This is an optimization exercise on Yosys and OpenROAD, whose aim is small area, a short achievable clock period and few clock cycles, not a production implementation.
Power and IR drop assume default switching activity.

== red ==
==> flow/design.v <==
`default_nettype none
module alu_csa62 (
    input wire [15:0] a, b, p0, p1, p2, p3,
    output wire [15:0] s, c
);
    wire [15:0] s1 = a ^ b ^ p0;
    wire [15:0] c1 = ((a & b) | (a & p0) | (b & p0)) << 1;
    wire [15:0] s2 = p1 ^ p2 ^ p3;
    wire [15:0] c2 = ((p1 & p2) | (p1 & p3) | (p2 & p3)) << 1;
    wire [15:0] s3 = s1 ^ c1 ^ s2;
    wire [15:0] c3 = ((s1 & c1) | (s1 & s2) | (c1 & s2)) << 1;
    assign s = s3 ^ c3 ^ c2;
    assign c = ((s3 & c3) | (s3 & c2) | (c3 & c2)) << 1;
endmodule
module alu_mux2 (
    input wire sel,
    input wire [15:0] a, b,
    output wire [15:0] o
);
    assign o = sel ? a : b;
endmodule
module alu (
    input wire clk,
    input wire reset,
    input wire enable,
    input wire [3:0] op,
    input wire [15:0] ra,
    input wire [15:0] rb,
    output logic [15:0] out,
    output logic busy
);
    localparam logic [3:0] ALU_ADD = 4'd0, ALU_SUB = 4'd1, ALU_MUL = 4'd2, ALU_DIV = 4'd3,
                           ALU_MOD = 4'd4, ALU_SHL = 4'd5, ALU_SHR = 4'd6, ALU_AND = 4'd7,
                           ALU_OR  = 4'd8, ALU_XOR = 4'd9, ALU_NOR = 4'd10, ALU_POPCNT = 4'd11,
                           ALU_CLZ = 4'd12, ALU_CTZ = 4'd13, ALU_XXX = 4'd14, ALU_CMP = 4'd15;
    localparam logic [1:0] O_SUM = 2'd0, O_LOGIC = 2'd1, O_CMP = 2'd2, O_POP = 2'd3;
    logic [15:0] x, y;
    logic        cin;
    logic [1:0]  omode;
    logic [3:0]  tt;        
    logic        mul;       
    logic        quo;       
    logic        first;     
    logic [3:0]  cnt;       
    logic        nbit;      
    logic [3:0]  mdig;      
    wire [17:0] sum2 = {1'b0, x, 1'b1} + {1'b0, y, cin};
    wire [16:0] sum = sum2[17:1];
    logic [15:0] lu;
    always_comb
        for (int i = 0; i < 16; i++)
            lu[i] = (tt[3] & x[i] & y[i]) | (tt[2] & x[i] & ~y[i]) |
                    (tt[1] & ~x[i] & y[i]) | (tt[0] & ~x[i] & ~y[i]);
    wire        eq = &(x ^ y);
    wire        ge = sum[16];
    wire [4:0]  pop = {2'b0, x[2:0]} + {2'b0, x[5:3]} + {2'b0, y[2:0]} + {2'b0, y[5:3]};
    always_comb begin
        case (omode)
            O_LOGIC: out = lu;
            O_CMP:   out = {13'b0, ge && !eq, eq, !ge};
            O_POP:   out = {11'b0, pop};
            default: out = sum[15:0];
        endcase
    end
    function automatic [4:0] clz16(input [15:0] v);
        logic [3:0] c;
        logic [15:0] t;
        begin
            t = v;
            c = 4'd0;
            if (t[15:8] == 8'b0) begin c[3] = 1'b1; t = t << 8; end
            if (t[15:12] == 4'b0) begin c[2] = 1'b1; t = t << 4; end
            if (t[15:14] == 2'b0) begin c[1] = 1'b1; t = t << 2; end
            if (t[15] == 1'b0) c[0] = 1'b1;
            clz16 = (v == 16'b0) ? 5'd16 : {1'b0, c};
        end
    endfunction
    function automatic [3:0] clz8(input [7:0] v);
        logic [2:0] c;
        logic [7:0] t;
        begin
            t = v;
            c = 3'd0;
            if (t[7:4] == 4'b0) begin c[2] = 1'b1; t = t << 4; end
            if (t[7:6] == 2'b0) begin c[1] = 1'b1; t = t << 2; end
            if (t[7] == 1'b0) c[0] = 1'b1;
            clz8 = (v == 8'b0) ? 4'd8 : {1'b0, c};
        end
    endfunction
    function automatic [2:0] popcnt4(input [3:0] v);
        case (v)
            4'h0: popcnt4 = 3'd0;
            4'h1, 4'h2, 4'h4, 4'h8: popcnt4 = 3'd1;
            4'h7, 4'hB, 4'hD, 4'hE: popcnt4 = 3'd3;
            4'hF: popcnt4 = 3'd4;
            default: popcnt4 = 3'd2;
        endcase
    endfunction
    function automatic [7:0] rev8(input [7:0] v);
        for (int k = 0; k < 8; k++)
            rev8[k] = v[7 - k];
    endfunction
    wire       hi_zero = (ra[15:8] == 8'b0);
    wire       lo_zero = (ra[7:0] == 8'b0);
    wire [3:0] clz_hi = clz8(ra[15:8]);
    wire [3:0] clz_lo = clz8(ra[7:0]);
    wire [3:0] ctz_lo = clz8(rev8(ra[7:0]));
    wire [3:0] ctz_hi = clz8(rev8(ra[15:8]));
    function automatic [15:0] rev16(input [15:0] v);
        for (int k = 0; k < 16; k++)
            rev16[k] = v[15 - k];
    endfunction
    wire        shl = !busy && (op == ALU_SHL);
    wire [4:0]  shamt = busy ? {1'b0, cnt} + 5'd1 : {|rb[15:4], rb[3:0]};
    wire [15:0] sh_in = shl ? rev16(ra) : ra;
    wire [15:0] sh_r = shamt[4] ? 16'b0 : (sh_in >> shamt[3:0]);
    wire [15:0] sh_out = shl ? rev16(sh_r) : sh_r;
    wire [4:0] clz_a = clz16(ra);
    wire [4:0] clz_b = clz16(rb);
    wire [5:0] nm1 = {1'b0, clz_b} - {1'b0, clz_a};
    logic [15:0] rb_above;   
    always_comb begin
        rb_above[15] = 1'b0;
        for (int i = 14; i >= 0; i--) rb_above[i] = rb_above[i + 1] | rb[i + 1];
    end
    wire div_run = (rb != 16'b0) && |(ra & ~rb_above);
    wire [16:0] rem2 = {y, nbit};
    wire [16:0] trial = rem2 - {1'b0, rb};
    wire        qbit = !trial[16];
    wire [15:0] rem_next = qbit ? trial[15:0] : rem2[15:0];
    wire [1:0]  dsel = busy ? cnt[1:0] : 2'd0;
    wire [3:0]  digit = busy ? mdig : rb[3:0];
    wire [15:0] mcand = ra << {dsel, 2'b00};
    wire [15:0] pp0 = mcand & {16{digit[0]}};
    wire [15:0] pp1 = (mcand << 1) & {16{digit[1]}};
    wire [15:0] pp2 = (mcand << 2) & {16{digit[2]}};
    wire [15:0] pp3 = (mcand << 3) & {16{digit[3]}};
    wire [15:0] ax = busy ? x : 16'b0;
    wire [15:0] ay = busy ? y : 16'b0;
    wire [15:0] s4, c4;
    alu_csa62 u_csa (.a(ax), .b(ay), .p0(pp0), .p1(pp1), .p2(pp2), .p3(pp3), .s(s4), .c(c4));
    wire        mul_more = (dsel == 2'd0) ? |rb[15:4] : (dsel == 2'd1) ? |rb[15:8] :
                           (dsel == 2'd2) ? |rb[15:12] : 1'b0;
    logic [15:0] xv, yv;
    logic [1:0]  mv;
    logic [3:0]  tv;
    always_comb begin
        xv = ra;
        yv = rb;
        mv = O_SUM;
        tv = 4'b0000;
        case (op)
            ALU_SUB: yv = ~rb;
            ALU_DIV: begin xv = {16{rb == 16'b0}}; yv = ra; mv = O_LOGIC; tv = 4'b1100; end
            ALU_MOD: begin xv = {16{rb == 16'b0}}; yv = ra; mv = O_LOGIC; tv = 4'b1010; end
            ALU_SHL, ALU_SHR: begin xv = sh_out; mv = O_LOGIC; tv = 4'b1100; end
            ALU_AND: begin mv = O_LOGIC; tv = 4'b1000; end
            ALU_OR:  begin mv = O_LOGIC; tv = 4'b1110; end
            ALU_XOR: begin mv = O_LOGIC; tv = 4'b0110; end
            ALU_NOR: begin mv = O_LOGIC; tv = 4'b0001; end
            ALU_POPCNT: begin
                xv = {10'b0, popcnt4(ra[7:4]), popcnt4(ra[3:0])};
                yv = {10'b0, popcnt4(ra[15:12]), popcnt4(ra[11:8])};
                mv = O_POP;
            end
            ALU_CLZ: begin xv = {12'b0, clz_hi}; yv = {12'b0, hi_zero ? clz_lo : 4'd0}; end
            ALU_CTZ: begin xv = {12'b0, ctz_lo}; yv = {12'b0, lo_zero ? ctz_hi : 4'd0}; end
            ALU_CMP: begin yv = ~rb; mv = O_CMP; end
            default: ;
        endcase
    end
    wire        issue = !busy && enable && op != ALU_XXX;
    wire        sel_mul = busy ? mul : (op == ALU_MUL);
    wire [15:0] x_other = !busy ? xv : {x[14:0], qbit};
    wire [15:0] y_other = !busy ? yv : first ? sh_r : rem_next;
    wire        x_load = issue || (busy && (mul || !first));
    wire        y_load = issue || busy;
    wire [15:0] x_next, y_next;
    alu_mux2 u_xmux (.sel(sel_mul), .a(s4), .b(x_other), .o(x_next));
    alu_mux2 u_ymux (.sel(sel_mul), .a(c4), .b(y_other), .o(y_next));
    always_ff @(posedge clk) begin
        if (x_load) x <= x_next;
        if (y_load) y <= y_next;
    end
    always_ff @(posedge clk) begin
        if (reset) begin
            omode <= O_LOGIC;
            busy <= 1'b0;
        end else if (busy) begin
            if (mul) begin
                if (!mul_more) busy <= 1'b0;
            end else if (!first) begin
                if (cnt == 4'd0) busy <= 1'b0;
            end
        end else if (enable && op != ALU_XXX) begin
            cin <= (op == ALU_SUB) || (op == ALU_CMP);
            omode <= mv;
            busy <= ((op == ALU_DIV || op == ALU_MOD) && div_run) || ((op == ALU_MUL) && mul_more);
        end
    end
    always_ff @(posedge clk) begin
        if (busy) begin
            if (mul) cnt <= cnt + 4'd1;
            else if (!first) cnt <= cnt - 4'd1;
            mdig <= rb[4*(cnt[1:0] + 2'd1) +: 4];
            first <= 1'b0;
            nbit <= first ? ra[cnt] : ra[cnt - 4'd1];
        end else if (enable && (op == ALU_DIV || op == ALU_MOD)) begin
            cnt <= nm1[3:0];
            mul <= 1'b0;
            quo <= (op == ALU_DIV);
            first <= div_run;
        end else if (enable && op == ALU_MUL) begin
            cnt <= 4'd1;
            mdig <= rb[7:4];
            mul <= 1'b1;
        end
        if (reset) tt <= 4'b0000;
        else if (!busy && enable && op != ALU_XXX) tt <= tv;
    end
endmodule
export LEC_CHECK = 0
export CAP_MARGIN = 20
export CORE_MARGIN = 2
export CORE_UTILIZATION = 60
export SETUP_SLACK_MARGIN = 4.0
export SLEW_MARGIN = 20
export SYNTH_HIERARCHICAL = 1
create_clock -name core_clock -period 9.0 [get_ports {clk}]
standard.sh (not shown) runs the stock make flow with config.mk's settings and CLKGATE_MAP_FILE= SYNTH_SCRIPT=/design/flow/synth_recipe.tcl, a recipe that flattens the netlist after the stock synthesis.
==> flow/flow/run.sh <==
#!/bin/bash
# The standard layout, with plain buffers (buf_4) on the ports instead of the
# delay cells buffer_ports picks by default.
set -euo pipefail
export BUFFER_PORTS_ARGS="-buffer_cell sky130_fd_sc_hd__buf_4"
bash standard.sh > standard_flow.log 2>&1
Edits applied to the flow inputs when going from red to blue:
# red
export LEC_CHECK = 0
export CAP_MARGIN = 20
export CORE_MARGIN = 2
export CORE_UTILIZATION = 60
export SETUP_SLACK_MARGIN = 4.0
export SLEW_MARGIN = 20
export SYNTH_HIERARCHICAL = 1
create_clock -name core_clock -period 9.0 [get_ports {clk}]
# blue
export LEC_CHECK = 0
export CAP_MARGIN = 20
export CORE_MARGIN = 2
export CORE_UTILIZATION = 60
export SETUP_SLACK_MARGIN = 4.3
export SLEW_MARGIN = 20
export SYNTH_HIERARCHICAL = 1
create_clock -name core_clock -period 9.0 [get_ports {clk}]
==> summary.txt <==
- blue gives more peak clock frequency supported by timing than red did.
- On sequential logic power: between blue and red, it ends up lower for blue.
- Between blue and red, it is blue whose power per standard cell area is lower, by about 1.5%.
- Changes observed in blue relative to red: cell area has increased; static leakage power has increased.
- Where worst hold slack after final layout is concerned, red is better than blue.
- Pin count of the biggest net entering global routing down 12% in blue wrt red
Function was not checked in any run of this note: the RTL went through the layout flow alone.

-- port drivers added, routing unchanged --
No port has a modelled driver above. Below, the same layouts with a new extraction and two added sets of constraints. Step 1 sets driving cells, clkbuf_16 on the clock port and buf_2 on the other inputs (assumed; they add their load-dependent delay and slew). Step 2, shift: input delay + t, output delay - t, t = (earliest + latest rising clock arrival at the registers) / 2. This alone moves slack from input paths to output paths. a / b / c = ideal / step 1 / step 2; a / b = the first two.
run	t (ns)	slack for setup (ns)	hold slack, ns
red	0.354	4.094 / 4.050 / 3.815	0.644 / 0.644 / 0.644
blue	0.357	4.173 / 4.126 / 3.981	0.628 / 0.628 / 0.628
After both steps setup and hold are still met in every run listed. The setup slack of red, which loses most, moves by -0.044 ns with the drivers and by -0.279 ns with both steps.
